This is an optimization exercise on Yosys and OpenROAD, whose aim is small area, not a production implementation.
Where RTL was checked, it was by simulation tests only, not by an equivalence proof against the original.
Power is estimated from default activity; no workload was simulated.

==> job 8253: inputs <==
Design qam_rx, start of the top module:
module qam_rx(
    input clk,
    input reset,
    input [2:0] sw,
    input signed [17:0] rf_in,
    output signed [17:0] dec_var_i,
    output signed [17:0] dec_var_q
);
Settings: LEC_CHECK=0, CAP_MARGIN=20, CORE_MARGIN=2, CORE_UTILIZATION=70, CTS_CLUSTER_DIAMETER=60, CTS_CLUSTER_SIZE=28, SLEW_MARGIN=20, SYNTH_HIERARCHICAL=1, SYNTH_MINIMUM_KEEP_SIZE=0; clock period 12.0 ns.
run.sh (not shown) runs the stock make flow with config.mk's settings and CLKGATE_MAP_FILE= SYNTH_SCRIPT=/design/flow/synth_recipe.tcl, a recipe that flattens the netlist after the stock synthesis.
==> job 6948: changes against job 8253 <==
- CTS_CLUSTER_DIAMETER: 60 -> 80
- CTS_CLUSTER_SIZE: 28 -> 24
==> qor summary <==
Status: job 6948 complete, no violations; job 8253 complete, no violations
Final Net Count: job 6948 21880; job 8253 21920
GRT met3 Usage: job 6948 0.1122; job 8253 0.1251
CP required: job 6948 12.80 ns; job 8253 12.69 ns
Wire length of the first global-routing pass: job 6948 975300 µm; job 8253 984500 µm
Routed length on met2: job 6948 301000 µm; job 8253 304800 µm
Number of global-route vias before repair: job 6948 138900; job 8253 140200
Clock transition at the register clock pins on the worst setup and hold paths after CTS: job 6948 0.09 ns; job 8253 0.10 ns
Worst Hold Path EP: job 6948 EQ.rg37[7]$_DFF_P_; job 8253 EI.rg18[5]$_DFF_P_
Total power: job 6948 83.39 mW; job 8253 86.02 mW
Global Route Usage Sum: job 6948 0.3630; job 8253 0.3664
Leakage power total: job 6948 115.0 nW; job 8253 116.5 nW
Met1 wire length: job 6948 282100 µm; job 8253 281100 µm
Post-route standard cell area excluding fillers: job 6948 0.2790 mm²; job 8253 0.2823 mm²
Layout non-clock buf frac: job 6948 0.005413; job 8253 0.005324
DR iter-0 viols: job 6948 13290; job 8253 12310
Sequential share of power: job 6948 0.294; job 8253 0.286
1st-pass router iterations: job 6948 10; job 8253 8
Max Freq: job 6948 92.91 MHz; job 8253 92.44 MHz
Amount of wire on met3 after detailed routing: job 6948 71240 µm; job 8253 75370 µm
Function was not checked in any run of this note: the RTL went through the layout flow alone.

* * *

==> job 3289 <==
Another version of the RTL of qam_rx (not shown whole).
==> flow/config.mk <==
export PLATFORM = sky130hd
export DESIGN_NAME = qam_rx
export DESIGN_NICKNAME = qam_rx
export VERILOG_FILES = /design/flow/design.v
export SDC_FILE = /design/flow/constraint.sdc
export NUM_CORES = 8
export LEC_CHECK = 0
export CAP_MARGIN = 20
export CORE_MARGIN = 2
export CORE_UTILIZATION = 70
export CTS_CLUSTER_DIAMETER = 80
export CTS_CLUSTER_SIZE = 24
export PLACE_DENSITY = 0.75
export SLEW_MARGIN = 20
export SYNTH_HIERARCHICAL = 1
export SYNTH_MINIMUM_KEEP_SIZE = 0
==> flow/constraint.sdc <==
create_clock -name core_clock -period 12.0 [get_ports {clk}]
set_input_delay 2.4000 -clock core_clock [delete_from_list [all_inputs] [get_ports {clk}]]
set_output_delay 2.4000 -clock core_clock [all_outputs]
set_load 0.01 [all_outputs]
==> job 9072: changes against job 3289 <==
--- a/flow/design.v
+++ b/flow/design.v
@@ -5792,17 +5792,17 @@
 wire kf_bs15, kf_bk15; qr_fa kf_bu15 (.a(xf_ra[33]), .b(xf_rb[33]), .c(kf_bk14), .s(kf_bs15), .k(kf_bk15));
 wire kf_bs16, kf_bk16; qr_fa kf_bu16 (.a(xf_ra[34]), .b(xf_rb[34]), .c(kf_bk15), .s(kf_bs16), .k(kf_bk16));
 wire kf_bs17, kf_bk17; qr_fa kf_bu17 (.a(xf_ra[35]), .b(xf_rb[35]), .c(kf_bk16), .s(kf_bs17), .k(kf_bk17));
 wire [17:0] kf_h1 = {kf_bs17, kf_bs16, kf_bs15, kf_bs14, kf_bs13, kf_bs12, kf_bs11, kf_bs10, kf_bs9, kf_bs8, kf_bs7, kf_bs6, kf_bs5, kf_bs4, kf_bs3, kf_bs2, kf_bs1, kf_bs0};
 wire [35:0] F = {kf_lk17 ? kf_h1 : kf_h0, kf_lo};
 reg [30:0] GR0; reg [32:0] GR1; reg [33:0] GR2; reg [35:0] FR, IA; reg [17:0] Z;
 always @(posedge clk) if (wst) begin GR0 <= G0; GR1 <= G1; GR2 <= G2; FR <= F; end
 reg [35:0] gsel;
-always @* if (!itv) gsel = 36'd0; else case (icl) 2'd0: gsel = {{5{GR0[30]}}, GR0}; 2'd1: gsel = {{3{GR1[32]}}, GR1}; default: gsel = {{2{GR2[33]}}, GR2}; endcase
+always @* case (icl) 2'd0: gsel = {{5{GR0[30]}}, GR0}; 2'd1: gsel = {{3{GR1[32]}}, GR1}; default: gsel = {{2{GR2[33]}}, GR2}; endcase
 wire ki_ls0, ki_lk0; qr_ha ki_lu0 (.a(IA[0]), .b(gsel[0]), .s(ki_ls0), .k(ki_lk0));
 wire ki_ls1, ki_lk1; qr_fa ki_lu1 (.a(IA[1]), .b(gsel[1]), .c(ki_lk0), .s(ki_ls1), .k(ki_lk1));
 wire ki_ls2, ki_lk2; qr_fa ki_lu2 (.a(IA[2]), .b(gsel[2]), .c(ki_lk1), .s(ki_ls2), .k(ki_lk2));
 wire ki_ls3, ki_lk3; qr_fa ki_lu3 (.a(IA[3]), .b(gsel[3]), .c(ki_lk2), .s(ki_ls3), .k(ki_lk3));
 wire ki_ls4, ki_lk4; qr_fa ki_lu4 (.a(IA[4]), .b(gsel[4]), .c(ki_lk3), .s(ki_ls4), .k(ki_lk4));
 wire ki_ls5, ki_lk5; qr_fa ki_lu5 (.a(IA[5]), .b(gsel[5]), .c(ki_lk4), .s(ki_ls5), .k(ki_lk5));
 wire ki_ls6, ki_lk6; qr_fa ki_lu6 (.a(IA[6]), .b(gsel[6]), .c(ki_lk5), .s(ki_ls6), .k(ki_lk6));
 wire ki_ls7, ki_lk7; qr_fa ki_lu7 (.a(IA[7]), .b(gsel[7]), .c(ki_lk6), .s(ki_ls7), .k(ki_lk7));
@@ -5851,18 +5851,17 @@
 wire ki_bs12, ki_bk12; qr_fa ki_bu12 (.a(IA[30]), .b(gsel[30]), .c(ki_bk11), .s(ki_bs12), .k(ki_bk12));
 wire ki_bs13, ki_bk13; qr_fa ki_bu13 (.a(IA[31]), .b(gsel[31]), .c(ki_bk12), .s(ki_bs13), .k(ki_bk13));
 wire ki_bs14, ki_bk14; qr_fa ki_bu14 (.a(IA[32]), .b(gsel[32]), .c(ki_bk13), .s(ki_bs14), .k(ki_bk14));
 wire ki_bs15, ki_bk15; qr_fa ki_bu15 (.a(IA[33]), .b(gsel[33]), .c(ki_bk14), .s(ki_bs15), .k(ki_bk15));
 wire ki_bs16, ki_bk16; qr_fa ki_bu16 (.a(IA[34]), .b(gsel[34]), .c(ki_bk15), .s(ki_bs16), .k(ki_bk16));
 wire ki_bs17, ki_bk17; qr_fa ki_bu17 (.a(IA[35]), .b(gsel[35]), .c(ki_bk16), .s(ki_bs17), .k(ki_bk17));
 wire [17:0] ki_h1 = {ki_bs17, ki_bs16, ki_bs15, ki_bs14, ki_bs13, ki_bs12, ki_bs11, ki_bs10, ki_bs9, ki_bs8, ki_bs7, ki_bs6, ki_bs5, ki_bs4, ki_bs3, ki_bs2, ki_bs1, ki_bs0};
 wire [35:0] IAn = {ki_lk17 ? ki_h1 : ki_h0, ki_lo};
-always @(posedge clk) IA <= init ? FR : IAn;
-always @(posedge clk) if (init) Z <= IA[35:18];
+always @(posedge clk) if (init) begin IA <= FR; Z <= IA[35:18]; end else if (itv) IA <= IAn;
 always @(posedge clk) if (tick) y <= Z;
 endmodule
 module qam_rx(
     input clk,
     input reset,
     input [2:0] sw,
     input signed [17:0] rf_in,
     output signed [17:0] dec_var_i,
--- a/flow/config.mk
+++ b/flow/config.mk
@@ -5,12 +5,11 @@
 export SDC_FILE = /design/flow/constraint.sdc
 export NUM_CORES = 8
 export LEC_CHECK = 0
 export CAP_MARGIN = 20
 export CORE_MARGIN = 2
 export CORE_UTILIZATION = 70
 export CTS_CLUSTER_DIAMETER = 80
 export CTS_CLUSTER_SIZE = 24
-export PLACE_DENSITY = 0.75
 export SLEW_MARGIN = 20
 export SYNTH_HIERARCHICAL = 1
 export SYNTH_MINIMUM_KEEP_SIZE = 0
==> job 8404: changes against job 3289 <==
--- a/flow/design.v
+++ b/flow/design.v
@@ -25,17 +25,17 @@
 endcase
 always @(posedge clk) if (sym) y <= rx;
 endmodule
 module qr_hbf #(parameter OFF = 0) (
     input clk,
     input p0,
     input pp0,
     input signed [17:0] din,
-    output reg signed [17:0] y
+    output signed [16:0] yh    
 );
 localparam N = 9 + OFF;
 reg [17*N-1:0] xf;
 always @(posedge clk) if (p0) xf <= {xf[17*(N-1)-1:0], din[17:1]};
 wire signed [16:0] x2 = xf[17*(2+OFF) +: 17], x3 = xf[17*(3+OFF) +: 17], x5 = xf[17*(5+OFF) +: 17], x8 = xf[17*(8+OFF) +: 17];
 wire signed [16:0] ma = pp0 ? x2 : x3;
 wire signed [16:0] mb = pp0 ? x8 : x5;
 wire [17:0] mae = {ma[16], ma}, mbe = {mb[16], mb};
@@ -713,17 +713,19 @@
 wire ky_s11, ky_k11; qr_fa ky_u11 (.a(p_ra[11]), .b(p_rb[11]), .c(ky_k10), .s(ky_s11), .k(ky_k11));
 wire ky_s12, ky_k12; qr_fa ky_u12 (.a(p_ra[12]), .b(p_rb[12]), .c(ky_k11), .s(ky_s12), .k(ky_k12));
 wire ky_s13, ky_k13; qr_fa ky_u13 (.a(p_ra[13]), .b(p_rb[13]), .c(ky_k12), .s(ky_s13), .k(ky_k13));
 wire ky_s14, ky_k14; qr_fa ky_u14 (.a(p_ra[14]), .b(p_rb[14]), .c(ky_k13), .s(ky_s14), .k(ky_k14));
 wire ky_s15, ky_k15; qr_fa ky_u15 (.a(p_ra[15]), .b(p_rb[15]), .c(ky_k14), .s(ky_s15), .k(ky_k15));
 wire ky_s16, ky_k16; qr_fa ky_u16 (.a(p_ra[16]), .b(p_rb[16]), .c(ky_k15), .s(ky_s16), .k(ky_k16));
 wire ky_s17, ky_k17; qr_fa ky_u17 (.a(p_ra[17]), .b(p_rb[17]), .c(ky_k16), .s(ky_s17), .k(ky_k17));
 wire [17:0] yn = {ky_s17, ky_s16, ky_s15, ky_s14, ky_s13, ky_s12, ky_s11, ky_s10, ky_s9, ky_s8, ky_s7, ky_s6, ky_s5, ky_s4, ky_s3, ky_s2, ky_s1, ky_s0};
-always @(posedge clk) if (p0) y <= yn;
+reg [17:1] y;
+always @(posedge clk) if (p0) y <= yn[17:1];
+assign yh = y;
 endmodule
 module qr_th(
     input signed [17:0] a, b, c, d, e,
     output [17:0] y
 );
 wire k1_g0, k1_p0; qr_ha k1_h0 (.a(a[0]), .b(b[0]), .s(k1_p0), .k(k1_g0));
 wire k1_g1, k1_p1; qr_ha k1_h1 (.a(a[1]), .b(b[1]), .s(k1_p1), .k(k1_g1));
 wire k1_g2, k1_p2; qr_ha k1_h2 (.a(a[2]), .b(b[2]), .s(k1_p2), .k(k1_g2));
@@ -901,17 +903,17 @@
 wire m1_s55 = ~(m1_c8 ^ m1_s9);
 wire m1_c56 = m1_c8 | m1_s9;
 wire m1_s57, m1_c58;
 qr_fa um1_s57 (.a(~s1[17]), .b(s1[15]), .c(~s1[13]), .s(m1_s57), .k(m1_c58));
 wire m1_s59, m1_c60;
 qr_fa um1_s59 (.a(~s1[10]), .b(~s1[5]), .c(m1_c10), .s(m1_s59), .k(m1_c60));
 wire m1_s61, m1_c62;
 qr_fa um1_s61 (.a(s1[16]), .b(~s1[14]), .c(~s1[11]), .s(m1_s61), .k(m1_c62));
-wire m1_s63 = ~~s1[6];
+wire m1_s63 = s1[6];
 wire m1_c64 = ~s1[6];
 wire m1_s65, m1_c66;
 qr_fa um1_s65 (.a(~s1[17]), .b(~s1[15]), .c(~s1[12]), .s(m1_s65), .k(m1_c66));
 wire m1_s67, m1_c68;
 qr_ha um1_s67 (.a(~s1[16]), .b(~s1[13]), .s(m1_s67), .k(m1_c68));
 wire m1_s69, m1_c70;
 qr_ha um1_s69 (.a(s1[2]), .b(~s1[0]), .s(m1_s69), .k(m1_c70));
 wire m1_s71, m1_c72;
@@ -993,23 +995,23 @@
 wire m1_s147, m1_c148;
 qr_fa um1_s147 (.a(m1_c68), .b(m1_c102), .c(m1_s103), .s(m1_s147), .k(m1_c148));
 wire m1_s149 = ~(m1_c104 ^ m1_s105);
 wire m1_c150 = m1_c104 | m1_s105;
 wire m1_s151 = ~(m1_c106 ^ m1_s107);
 wire m1_c152 = m1_c106 | m1_s107;
 wire m1_s153, m1_c154;
 qr_fa um1_s153 (.a(s1[17]), .b(~s1[12]), .c(m1_c108), .s(m1_s153), .k(m1_c154));
-wire m1_s155 = ~~s1[13];
+wire m1_s155 = s1[13];
 wire m1_c156 = ~s1[13];
-wire m1_s157 = ~~s1[14];
+wire m1_s157 = s1[14];
 wire m1_c158 = ~s1[14];
-wire m1_s159 = ~~s1[15];
+wire m1_s159 = s1[15];
 wire m1_c160 = ~s1[15];
-wire m1_s161 = ~~s1[16];
+wire m1_s161 = s1[16];
 wire m1_c162 = ~s1[16];
 wire [35:0] m1_ra = {1'b1, 1'b1, 1'b1, 1'b1, s1[17], m1_c160, m1_c158, m1_c156, m1_c154, m1_c152, m1_c150, m1_c148, m1_c146, m1_c144, m1_c142, m1_c140, m1_c138, m1_c136, m1_c134, m1_c132, m1_c130, m1_c128, m1_c126, m1_c124, m1_c122, m1_c120, m1_c118, m1_c116, m1_c114, m1_c112, m1_c110, s1[0], ~s1[3], ~s1[2], ~s1[1], ~s1[0]};
 wire [35:0] m1_rb = {1'b0, 1'b0, 1'b0, 1'b0, m1_c162, m1_s161, m1_s159, m1_s157, m1_s155, m1_s153, m1_s151, m1_s149, m1_s147, m1_s145, m1_s143, m1_s141, m1_s139, m1_s137, m1_s135, m1_s133, m1_s131, m1_s129, m1_s127, m1_s125, m1_s123, m1_s121, m1_s119, m1_s117, m1_s115, m1_s113, m1_s111, m1_s109, s1[1], s1[0], 1'b0, 1'b1};
 wire klm1_g0, klm1_p0; qr_ha klm1_h0 (.a(m1_ra[0]), .b(m1_rb[0]), .s(klm1_p0), .k(klm1_g0));
 wire klm1_g1, klm1_p1; qr_ha klm1_h1 (.a(m1_ra[1]), .b(m1_rb[1]), .s(klm1_p1), .k(klm1_g1));
 wire klm1_g2, klm1_p2; qr_ha klm1_h2 (.a(m1_ra[2]), .b(m1_rb[2]), .s(klm1_p2), .k(klm1_g2));
 wire klm1_g3, klm1_p3; qr_ha klm1_h3 (.a(m1_ra[3]), .b(m1_rb[3]), .s(klm1_p3), .k(klm1_g3));
 wire klm1_g4, klm1_p4; qr_ha klm1_h4 (.a(m1_ra[4]), .b(m1_rb[4]), .s(klm1_p4), .k(klm1_g4));
@@ -1630,19 +1632,19 @@
   input wst,          
   input ptk,          
   input init,         
   input itv,          
   input [1:0] icl,    
   input signed [16:0] din,   
   output reg signed [17:0] y   
 );
-reg signed [16:0] ds, ds2;
-always @(posedge clk) if (tick) begin ds <= din; ds2 <= ds; end
-wire [16:0] src = ptk ? ds2 : ds;
+reg signed [16:0] ds; reg [16:5] ds2;   
+always @(posedge clk) if (tick) begin ds <= din; ds2 <= ds[16:5]; end
+wire [16:0] src = ptk ? {ds2, ds[4:0]} : ds;
 wire [16:0] su = {~src[16], src[15:0]};
 wire p0 = (ph == 2'd0);
 wire np0 = ~p0;
 wire p3 = (ph == 2'd3);
 wire ph12 = ph[0] ^ ph[1];
 reg [3:0] sdig;
 always @* case (ph) 2'd0: sdig = su[3:0]; 2'd1: sdig = su[8:5]; 2'd2: sdig = su[12:9]; default: sdig = su[16:13]; endcase
 reg [15:0] rg0; reg sd0;
@@ -5890,21 +5892,21 @@
 wire signed [17:0] ta = g(fl2, p0), tc = g(fl4, p0), te = g(fl5, p0), td = g(fl6, p0), tb = g(fl8, p0);
 wire [17:0] th;
 qr_th TH (.a(ta), .b(tb), .c(tc), .d(td), .e(te), .y(th));
 reg signed [17:0] d1i, d1q;
 always @(posedge clk) begin
     if (!p0) d1i <= th;
     if (p0) d1q <= th;
 end
-wire signed [17:0] y4i, y4q;
-qr_hbf #(.OFF(1)) HI (.clk(clk), .p0(p0), .pp0(pp0), .din(d1i), .y(y4i));
-qr_hbf #(.OFF(0)) HQ (.clk(clk), .p0(p0), .pp0(pp0), .din(d1q), .y(y4q));
+wire signed [16:0] y4i, y4q;
+qr_hbf #(.OFF(1)) HI (.clk(clk), .p0(p0), .pp0(pp0), .din(d1i), .yh(y4i));
+qr_hbf #(.OFF(0)) HQ (.clk(clk), .p0(p0), .pp0(pp0), .din(d1q), .yh(y4q));
 reg signed [16:0] h4d;
-always @(posedge clk) if (p0) h4d <= y4q[17:1];
+always @(posedge clk) if (p0) h4d <= y4q;
 reg [1:0] ph;                  
 always @(posedge clk) ph <= ph + 2'd1;
 reg pend, win, ptk;
 reg [3:0] tk;
 reg [1:0] qd1, qd2, qd3;
 wire act = (ph == 2'd0) ? pend : win;
 wire wst = (ph == 2'd0) & pend;
 always @(posedge clk) begin
@@ -5913,14 +5915,14 @@
     ptk <= act & (ph != 2'd3) & (ptk | tick);
     tk <= {tk[2:0], tick};
     qd1 <= q; qd2 <= qd1; qd3 <= qd2;
 end
 wire init = tk[0];
 wire itv = ~|tk;
 wire signed [17:0] yi, yq;
 qr_engine EI (.clk(clk), .tick(tick), .act(act), .ph(ph), .wst(wst), .ptk(ptk), .init(init),
-              .itv(itv), .icl(qd3), .din(y4i[17:1]), .y(yi));
+              .itv(itv), .icl(qd3), .din(y4i), .y(yi));
 qr_engine EQ (.clk(clk), .tick(tick), .act(act), .ph(ph), .wst(wst), .ptk(ptk), .init(init),
               .itv(itv), .icl(qd3), .din(h4d), .y(yq));
 qr_out OI (.clk(clk), .tick(tick), .sym(sym), .sw(sw), .x(yi), .y(dec_var_i));
 qr_out OQ (.clk(clk), .tick(tick), .sym(sym), .sw(sw), .x(yq), .y(dec_var_q));
 endmodule
--- a/flow/config.mk
+++ b/flow/config.mk
@@ -5,12 +5,11 @@
 export SDC_FILE = /design/flow/constraint.sdc
 export NUM_CORES = 8
 export LEC_CHECK = 0
 export CAP_MARGIN = 20
 export CORE_MARGIN = 2
 export CORE_UTILIZATION = 70
 export CTS_CLUSTER_DIAMETER = 80
 export CTS_CLUSTER_SIZE = 24
-export PLACE_DENSITY = 0.75
 export SLEW_MARGIN = 20
 export SYNTH_HIERARCHICAL = 1
 export SYNTH_MINIMUM_KEEP_SIZE = 0
==> flow_metrics.tcl <==
set metrics [dict create \
    status "no timing/DRC/antenna violations" \
    critPathArrivalTime_ps 10930 \
    layout_min_cycle_time_ps 10250 \
    drive_gt1_frac 0.102 \
    ant_nets 0 \
    wire_per_inst_um 30.9 \
    syn_area_mm2 0.261 \
    grtUsageMet1 0.543 \
    clock_latency_ps 990 \
    dp_slack_ps 1540 \
    min_to "EI.rg46[8]$_DFF_P_" \
    dpl.hpwl_um 548000 \
]
# the run above: job 8404

==> flow_metrics.tcl <==
set metrics [dict create \
    ant_nets 1 \
    critPathArrivalTime_ps 11250 \
    status "failed layout checks" \
    dpl.hpwl_um 539000 \
    syn_area_mm2 0.261 \
    drive_gt1_frac 0.103 \
    violatedChecks "antenna violations" \
    grtUsageMet1 0.526 \
    wire_per_inst_um 30.2 \
    dp_slack_ps 1350 \
    clock_latency_ps 1010 \
]
# the run above: job 3289

==> flow_metrics.tcl <==
set metrics [dict create \
    drive_gt1_frac 0.102 \
    clk_pin_slew_ps 100 \
    wire_per_inst_um 30.1 \
    grtUsageMet1 0.523 \
    status "no timing/DRC/antenna violations" \
    min_to "EI.rg40[11]$_DFF_P_" \
    drtPass1Iterations 8 \
    critPathArrivalTime_ps 11340 \
    layout_min_cycle_time_ps 10680 \
    dpl.hpwl_um 534000 \
]
# the run above: job 9072

-- separate check: timing with driven ports --
In the flow no input, the clock included, has a driving cell. The finished layouts below were timed again as built, in two steps.
Step 1 assumes that a clkbuf_16 drives the clock port and a buf_2 every other input.
Step 2, shift: input delay + t, output delay - t, t = (earliest + latest rising clock arrival at the registers) / 2. This alone moves slack from input paths to output paths.
Three values: ideal, step 1, step 2; two values: the first two.
| run | t, ns | setup WS [ns] | latest minus earliest clock arrival (ns) | worst slew at a driven data input, ns | cell pins on the clock port's net |
|---|---|---|---|---|---|
| job 8253 | 1.118 | 1.182 / 1.182 / 1.182 | 0.118 / 0.118 | 0.20 | 1 |
| job 6948 | 1.071 | 1.237 / 1.237 / 1.237 | 0.071 / 0.071 | 0.19 | 1 |
| job 3289 | 1.067 | 1.456 / 1.456 / 1.456 | 0.103 / 0.103 | 0.20 | 1 |
| job 9072 | 1.066 | 1.320 / 1.320 / 1.320 | 0.091 / 0.091 | 0.22 | 1 |
| job 8404 | 1.067 | 1.753 / 1.753 / 1.753 | 0.089 / 0.089 | 0.24 | 1 |
